This design comes from an exercise in tuning for small area and a short achievable clock period on the open sky130 flow, not from production work. Function was checked by simulation only, so behaviour that the tests miss may differ from the original. Power figures rest on the tool's default switching activity, not on a simulated workload.

==> run a: inputs <==
==> flow/design.v <==
module bcd_top (
  input  wire        clk,
  input  wire [15:0] bin_in,
  output reg  [18:0] bcd_out
);
  reg  [15:0] b_q;
  wire [18:0] p;
  binbcd16 u_conv (.B(b_q), .P(p));
  always @(posedge clk) begin
    b_q     <= bin_in;
    bcd_out <= p;
  end
endmodule

module binbcd16(B,P);
  input [15:0] B;
  output [18:0] P;
  wire t1;
  wire t2;
  wire t3;
  wire t4;
  wire t5;
  wire t6;
  wire t7;
  wire t8;
  wire t9;
  wire t10;
  wire t11;
  wire t12;
  wire t13;
  wire t14;
  wire t15;
  wire t16;
  wire t17;
  wire t18;
  wire t19;
  wire t20;
  wire t21;
  wire t22;
  wire t23;
  wire t24;
  wire t25;
  wire t26;
  wire t27;
  wire t28;
  wire t29;
  wire t30;
  wire t31;
  wire t32;
  wire t33;
  wire t34;
  wire t35;
  wire t36;
  wire t37;
  wire t38;
  wire t39;
  wire t40;
  wire t41;
  wire t42;
  wire t43;
  wire t44;
  wire t45;
  wire t46;
  wire t47;
  wire t48;
  wire t49;
  wire t50;
  wire t51;
  wire t52;
  wire t53;
  wire t54;
  wire t55;
  wire t56;
  wire t57;
  wire t58;
  wire t59;
  wire t60;
  wire t61;
  wire t62;
  wire t63;
  wire t64;
  wire t65;
  wire t66;
  wire t67;
  wire t68;
  wire t69;
  wire t70;
  wire t71;
  wire t72;
  wire t73;
  wire t74;
  wire t75;
  wire t76;
  wire t77;
  wire t78;
  wire t79;
  wire t80;
  wire t81;
  wire t82;
  wire t83;
  wire t84;
  wire t85;
  wire t86;
  wire t87;
  wire t88;
  wire t89;
  wire t90;
  wire t91;
  wire t92;
  wire t93;
  wire t94;
  wire t95;
  wire t96;
  wire t97;
  wire t98;
  wire t99;
  wire t100;
  wire t101;
  wire t102;
  wire t103;
  wire t104;
  wire t105;
  wire t106;
  wire t107;
  wire t108;
  wire t109;
  wire t110;
  wire t111;
  wire t112;
  wire t113;
  wire t114;
  wire t115;
  wire t116;
  wire t117;
  wire t118;
  wire t119;
  wire t120;
  wire t121;
  wire t122;
  wire t123;
  wire t124;
  wire t125;
  wire t126;
  wire t127;
  wire t128;
  wire t129;
  wire t130;
  wire t131;
  wire t132;
  assign t4 = 1'b0 | (B[15] & (B[14] | B[13]));
  assign t3 = (B[15] & ~B[14] & ~B[13]) | (1'b0 & B[13]);
  assign t2 = (1'b0 & ~B[13]) | (B[14] & ~B[15]) | (B[14] & B[13]);
  assign t1 = (B[13] & ~(B[15] | 1'b0)) | (~B[13] & (1'b0 | (B[15] & B[14])));
  assign t8 = t3 | (t2 & (t1 | B[12]));
  assign t7 = (t2 & ~t1 & ~B[12]) | (t3 & B[12]);
  assign t6 = (t3 & ~B[12]) | (t1 & ~t2) | (t1 & B[12]);
  assign t5 = (B[12] & ~(t2 | t3)) | (~B[12] & (t3 | (t2 & t1)));
  assign t12 = t7 | (t6 & (t5 | B[11]));
  assign t11 = (t6 & ~t5 & ~B[11]) | (t7 & B[11]);
  assign t10 = (t7 & ~B[11]) | (t5 & ~t6) | (t5 & B[11]);
  assign t9 = (B[11] & ~(t6 | t7)) | (~B[11] & (t7 | (t6 & t5)));
  assign t16 = t11 | (t10 & (t9 | B[10]));
  assign t15 = (t10 & ~t9 & ~B[10]) | (t11 & B[10]);
  assign t14 = (t11 & ~B[10]) | (t9 & ~t10) | (t9 & B[10]);
  assign t13 = (B[10] & ~(t10 | t11)) | (~B[10] & (t11 | (t10 & t9)));
  assign t20 = 1'b0 | (t4 & (t8 | t12));
  assign t19 = (t4 & ~t8 & ~t12) | (1'b0 & t12);
  assign t18 = (1'b0 & ~t12) | (t8 & ~t4) | (t8 & t12);
  assign t17 = (t12 & ~(t4 | 1'b0)) | (~t12 & (1'b0 | (t4 & t8)));
  assign t24 = t15 | (t14 & (t13 | B[9]));
  assign t23 = (t14 & ~t13 & ~B[9]) | (t15 & B[9]);
  assign t22 = (t15 & ~B[9]) | (t13 & ~t14) | (t13 & B[9]);
  assign t21 = (B[9] & ~(t14 | t15)) | (~B[9] & (t15 | (t14 & t13)));
  assign t28 = t19 | (t18 & (t17 | t16));
  assign t27 = (t18 & ~t17 & ~t16) | (t19 & t16);
  assign t26 = (t19 & ~t16) | (t17 & ~t18) | (t17 & t16);
  assign t25 = (t16 & ~(t18 | t19)) | (~t16 & (t19 | (t18 & t17)));
  assign t32 = t23 | (t22 & (t21 | B[8]));
  assign t31 = (t22 & ~t21 & ~B[8]) | (t23 & B[8]);
  assign t30 = (t23 & ~B[8]) | (t21 & ~t22) | (t21 & B[8]);
  assign t29 = (B[8] & ~(t22 | t23)) | (~B[8] & (t23 | (t22 & t21)));
  assign t36 = t27 | (t26 & (t25 | t24));
  assign t35 = (t26 & ~t25 & ~t24) | (t27 & t24);
  assign t34 = (t27 & ~t24) | (t25 & ~t26) | (t25 & t24);
  assign t33 = (t24 & ~(t26 | t27)) | (~t24 & (t27 | (t26 & t25)));
  assign t40 = t31 | (t30 & (t29 | B[7]));
  assign t39 = (t30 & ~t29 & ~B[7]) | (t31 & B[7]);
  assign t38 = (t31 & ~B[7]) | (t29 & ~t30) | (t29 & B[7]);
  assign t37 = (B[7] & ~(t30 | t31)) | (~B[7] & (t31 | (t30 & t29)));
  assign t44 = t35 | (t34 & (t33 | t32));
  assign t43 = (t34 & ~t33 & ~t32) | (t35 & t32);
  assign t42 = (t35 & ~t32) | (t33 & ~t34) | (t33 & t32);
  assign t41 = (t32 & ~(t34 | t35)) | (~t32 & (t35 | (t34 & t33)));
  assign t48 = 1'b0 | (t20 & (t28 | t36));
  assign t47 = (t20 & ~t28 & ~t36) | (1'b0 & t36);
  assign t46 = (1'b0 & ~t36) | (t28 & ~t20) | (t28 & t36);
  assign t45 = (t36 & ~(t20 | 1'b0)) | (~t36 & (1'b0 | (t20 & t28)));
  assign t52 = t39 | (t38 & (t37 | B[6]));
  assign t51 = (t38 & ~t37 & ~B[6]) | (t39 & B[6]);
  assign t50 = (t39 & ~B[6]) | (t37 & ~t38) | (t37 & B[6]);
  assign t49 = (B[6] & ~(t38 | t39)) | (~B[6] & (t39 | (t38 & t37)));
  assign t56 = t43 | (t42 & (t41 | t40));
  assign t55 = (t42 & ~t41 & ~t40) | (t43 & t40);
  assign t54 = (t43 & ~t40) | (t41 & ~t42) | (t41 & t40);
  assign t53 = (t40 & ~(t42 | t43)) | (~t40 & (t43 | (t42 & t41)));
  assign t60 = t47 | (t46 & (t45 | t44));
  assign t59 = (t46 & ~t45 & ~t44) | (t47 & t44);
  assign t58 = (t47 & ~t44) | (t45 & ~t46) | (t45 & t44);
  assign t57 = (t44 & ~(t46 | t47)) | (~t44 & (t47 | (t46 & t45)));
  assign t64 = t51 | (t50 & (t49 | B[5]));
  assign t63 = (t50 & ~t49 & ~B[5]) | (t51 & B[5]);
  assign t62 = (t51 & ~B[5]) | (t49 & ~t50) | (t49 & B[5]);
  assign t61 = (B[5] & ~(t50 | t51)) | (~B[5] & (t51 | (t50 & t49)));
  assign t68 = t55 | (t54 & (t53 | t52));
  assign t67 = (t54 & ~t53 & ~t52) | (t55 & t52);
  assign t66 = (t55 & ~t52) | (t53 & ~t54) | (t53 & t52);
  assign t65 = (t52 & ~(t54 | t55)) | (~t52 & (t55 | (t54 & t53)));
  assign t72 = t59 | (t58 & (t57 | t56));
  assign t71 = (t58 & ~t57 & ~t56) | (t59 & t56);
  assign t70 = (t59 & ~t56) | (t57 & ~t58) | (t57 & t56);
  assign t69 = (t56 & ~(t58 | t59)) | (~t56 & (t59 | (t58 & t57)));
  assign t76 = t63 | (t62 & (t61 | B[4]));
  assign t75 = (t62 & ~t61 & ~B[4]) | (t63 & B[4]);
  assign t74 = (t63 & ~B[4]) | (t61 & ~t62) | (t61 & B[4]);
  assign t73 = (B[4] & ~(t62 | t63)) | (~B[4] & (t63 | (t62 & t61)));
  assign t80 = t67 | (t66 & (t65 | t64));
  assign t79 = (t66 & ~t65 & ~t64) | (t67 & t64);
  assign t78 = (t67 & ~t64) | (t65 & ~t66) | (t65 & t64);
  assign t77 = (t64 & ~(t66 | t67)) | (~t64 & (t67 | (t66 & t65)));
  assign t84 = t71 | (t70 & (t69 | t68));
  assign t83 = (t70 & ~t69 & ~t68) | (t71 & t68);
  assign t82 = (t71 & ~t68) | (t69 & ~t70) | (t69 & t68);
  assign t81 = (t68 & ~(t70 | t71)) | (~t68 & (t71 | (t70 & t69)));
  assign t88 = t75 | (t74 & (t73 | B[3]));
  assign t87 = (t74 & ~t73 & ~B[3]) | (t75 & B[3]);
  assign t86 = (t75 & ~B[3]) | (t73 & ~t74) | (t73 & B[3]);
  assign t85 = (B[3] & ~(t74 | t75)) | (~B[3] & (t75 | (t74 & t73)));
  assign t92 = t79 | (t78 & (t77 | t76));
  assign t91 = (t78 & ~t77 & ~t76) | (t79 & t76);
  assign t90 = (t79 & ~t76) | (t77 & ~t78) | (t77 & t76);
  assign t89 = (t76 & ~(t78 | t79)) | (~t76 & (t79 | (t78 & t77)));
  assign t96 = t83 | (t82 & (t81 | t80));
  assign t95 = (t82 & ~t81 & ~t80) | (t83 & t80);
  assign t94 = (t83 & ~t80) | (t81 & ~t82) | (t81 & t80);
  assign t93 = (t80 & ~(t82 | t83)) | (~t80 & (t83 | (t82 & t81)));
  assign t100 = t48 | (t60 & (t72 | t84));
  assign t99 = (t60 & ~t72 & ~t84) | (t48 & t84);
  assign t98 = (t48 & ~t84) | (t72 & ~t60) | (t72 & t84);
  assign t97 = (t84 & ~(t60 | t48)) | (~t84 & (t48 | (t60 & t72)));
  assign t104 = t87 | (t86 & (t85 | B[2]));
  assign t103 = (t86 & ~t85 & ~B[2]) | (t87 & B[2]);
  assign t102 = (t87 & ~B[2]) | (t85 & ~t86) | (t85 & B[2]);
  assign t101 = (B[2] & ~(t86 | t87)) | (~B[2] & (t87 | (t86 & t85)));
  assign t108 = t91 | (t90 & (t89 | t88));
  assign t107 = (t90 & ~t89 & ~t88) | (t91 & t88);
  assign t106 = (t91 & ~t88) | (t89 & ~t90) | (t89 & t88);
  assign t105 = (t88 & ~(t90 | t91)) | (~t88 & (t91 | (t90 & t89)));
  assign t112 = t95 | (t94 & (t93 | t92));
  assign t111 = (t94 & ~t93 & ~t92) | (t95 & t92);
  assign t110 = (t95 & ~t92) | (t93 & ~t94) | (t93 & t92);
  assign t109 = (t92 & ~(t94 | t95)) | (~t92 & (t95 | (t94 & t93)));
  assign t116 = t99 | (t98 & (t97 | t96));
  assign t115 = (t98 & ~t97 & ~t96) | (t99 & t96);
  assign t114 = (t99 & ~t96) | (t97 & ~t98) | (t97 & t96);
  assign t113 = (t96 & ~(t98 | t99)) | (~t96 & (t99 | (t98 & t97)));
  assign t120 = t103 | (t102 & (t101 | B[1]));
  assign t119 = (t102 & ~t101 & ~B[1]) | (t103 & B[1]);
  assign t118 = (t103 & ~B[1]) | (t101 & ~t102) | (t101 & B[1]);
  assign t117 = (B[1] & ~(t102 | t103)) | (~B[1] & (t103 | (t102 & t101)));
  assign t124 = t107 | (t106 & (t105 | t104));
  assign t123 = (t106 & ~t105 & ~t104) | (t107 & t104);
  assign t122 = (t107 & ~t104) | (t105 & ~t106) | (t105 & t104);
  assign t121 = (t104 & ~(t106 | t107)) | (~t104 & (t107 | (t106 & t105)));
  assign t128 = t111 | (t110 & (t109 | t108));
  assign t127 = (t110 & ~t109 & ~t108) | (t111 & t108);
  assign t126 = (t111 & ~t108) | (t109 & ~t110) | (t109 & t108);
  assign t125 = (t108 & ~(t110 | t111)) | (~t108 & (t111 | (t110 & t109)));
  assign t132 = t115 | (t114 & (t113 | t112));
  assign t131 = (t114 & ~t113 & ~t112) | (t115 & t112);
  assign t130 = (t115 & ~t112) | (t113 & ~t114) | (t113 & t112);
  assign t129 = (t112 & ~(t114 | t115)) | (~t112 & (t115 | (t114 & t113)));
  assign P = {t100, t116, t132, t131, t130, t129, t128, t127, t126, t125, t124, t123, t122, t121, t120, t119, t118, t117, B[0]};
endmodule
==> flow/run.sh <==
#!/bin/bash
# synth_recipe.tcl (not shown) runs the flow's synth.tcl, then flattens the netlist and writes it again
# the make line also repeats each setting of config.mk as NAME=value (left out here)
make -C /OpenROAD-flow-scripts/flow DESIGN_CONFIG=/design/flow/config.mk WORK_HOME=/design/flow/orfs CLKGATE_MAP_FILE= SYNTH_SCRIPT=/design/flow/synth_recipe.tcl finish
==> flow/config.mk <==
export PLATFORM = sky130hd
export DESIGN_NAME = bcd_top
export DESIGN_NICKNAME = bcd_top
export VERILOG_FILES = /design/flow/design.v
export SDC_FILE = /design/flow/constraint.sdc
export NUM_CORES = 4
export LEC_CHECK = 0
export ABC_AREA = 1
export CAP_MARGIN = 20
export CORE_MARGIN = 2
export CORE_UTILIZATION = 40
export PLACE_DENSITY = 0.6
export SLEW_MARGIN = 20
==> flow/constraint.sdc <==
create_clock -name core_clock -period 12.0 [get_ports {clk}]
set_input_delay 2.4000 -clock core_clock [delete_from_list [all_inputs] [get_ports {clk}]]
set_output_delay 2.4000 -clock core_clock [all_outputs]
set_load 0.01 [all_outputs]
==> inputs of run b, as changes to run a <==
==> flow/flow/run.sh (new file) <==
#!/bin/bash
# Own layout flow: the standard ORFS flow, with two changes:
#  - synthesis maps the logic with flow/abc_area.script (area-oriented ABC
#    mapping) instead of ORFS's; everything else in synthesis is synth_recipe.tcl
#  - placement/CTS/route timing repair aims at a setup margin of $MARGIN ns
set -uo pipefail
HERE=$(pwd)
source flow/params.sh
# scripts folder = ORFS scripts with our ABC script in place of abc_area.script
mkdir -p scripts_ovr
for f in "$FLOW_HOME"/scripts/*; do ln -sf "$f" scripts_ovr/; done
rm -f scripts_ovr/abc_area.script
cp flow/abc_area.script scripts_ovr/abc_area.script
{ echo "set ::env(SCRIPTS_DIR) $HERE/scripts_ovr"; cat synth_recipe.tcl; } > my_synth.tcl
bash standard.sh SYNTH_SCRIPT=$HERE/my_synth.tcl ABC_AREA=1 ABC_CLOCK_PERIOD_IN_PS=$ABC_D synth > synth.log 2>&1 || { tail -50 synth.log; exit 1; }
bash standard.sh SETUP_SLACK_MARGIN=$MARGIN $EXTRA finish > finish.log 2>&1 || { tail -50 finish.log; exit 1; }
cp -r orfs/logs orfs_logs 2>/dev/null
cp -r orfs/reports orfs_reports 2>/dev/null
==> flow/flow/abc_area.script (new file) <==
strash
dch
map -a
topo
stime -c
buffer -c
upsize -c
dnsize -c
==> flow/flow/params.sh (new file) <==
ABC_D=4000
MARGIN=0
EXTRA=""
==> flow/standard.sh (new file) <==
#!/bin/bash
# synth_recipe.tcl (not shown) runs the flow's synth.tcl, then flattens the netlist and writes it again
# the make line also repeats each setting of config.mk as NAME=value (left out here)
make -C /OpenROAD-flow-scripts/flow DESIGN_CONFIG=/design/flow/config.mk WORK_HOME=/design/flow/orfs CLKGATE_MAP_FILE= SYNTH_SCRIPT=/design/flow/synth_recipe.tcl "${@:-finish}"
- ABC_AREA: 1 -> not set
removed: flow/run.sh
==> run notes <==
	run b	run a
Status	finished clean	finished clean
Overall track demand over capacity in global routing	14.34%	15.65%
Post-synthesis instance area	0.002754 mm²	0.003496 mm²
Proportion of final cell area spent on non-clock buffers	10.56%	8.607%
Fraction of layout cells with a size suffix above 1	21.11%	16.79%
Actual slew at the worst max-slew pin	0.4153 ns	0.3328 ns
Vert. Die Dim	86.98 µm	97.49 µm
Die X	86.98 µm	97.49 µm
R2R Path End	bcd_out[3]$_DFF_P_	bcd_out[5]$_DFF_P_
Peak clock frequency supported by timing	208.1 MHz	264.5 MHz
Starting Density	40.99%	40.68%
Part of the cycle the worst path needs	40.04%	31.51%
Met1 track demand over resource in global routing	17.02%	20.54%
Most used standard cell by instance count after synthesis	sky130_fd_sc_hd__nor2_1	sky130_fd_sc_hd__nand2_1
Worst path max stage delay	0.35 ns	0.40 ns
CP endpoint	bcd_out[3]$_DFF_P_	bcd_out[5]$_DFF_P_
Final Skew	0.007434 ns	0.004880 ns
Placed instance area	0.003204 mm²	0.003981 mm²
Count of mapped cells out of synthesis	426	636
Sequential share of cell area	21.12%	17.21%
Mean number of vias per cell	4.852	4.773
Area fraction of the dominant cell type after synthesis	25.44%	28.45%
Sequential logic power	0.168 mW	0.167 mW
Via count of the first global-routing pass	2284	3363

-- static timing again, ports no longer ideal --
How much do the figures lean on ideal ports? The routed layouts below were timed once more, with nothing changed but the port constraints.
Step 1: set_driving_cell puts a clkbuf_16 on clk and a buf_2 on each other input, an assumption about the parent block.
Step 2, shift: input delay + t, output delay - t, t = (earliest + latest rising clock arrival at the registers) / 2. This alone moves slack from input paths to output paths.
Three values: no drivers, after step 1, after step 2; two values: the first two.
| run | shift t [ns] | setup slack, ns | hold WS [ns] | worst setup path after step 2 |
|---|---|---|---|---|
| run a | 0.316 | 8.219 / 8.219 / 8.219 | 0.334 / 0.334 / 0.334 | register to register |
| run b | 0.318 | 7.195 / 7.195 / 7.195 | 0.337 / 0.337 / 0.337 | register to register |
After both steps every run listed still meets setup and hold.
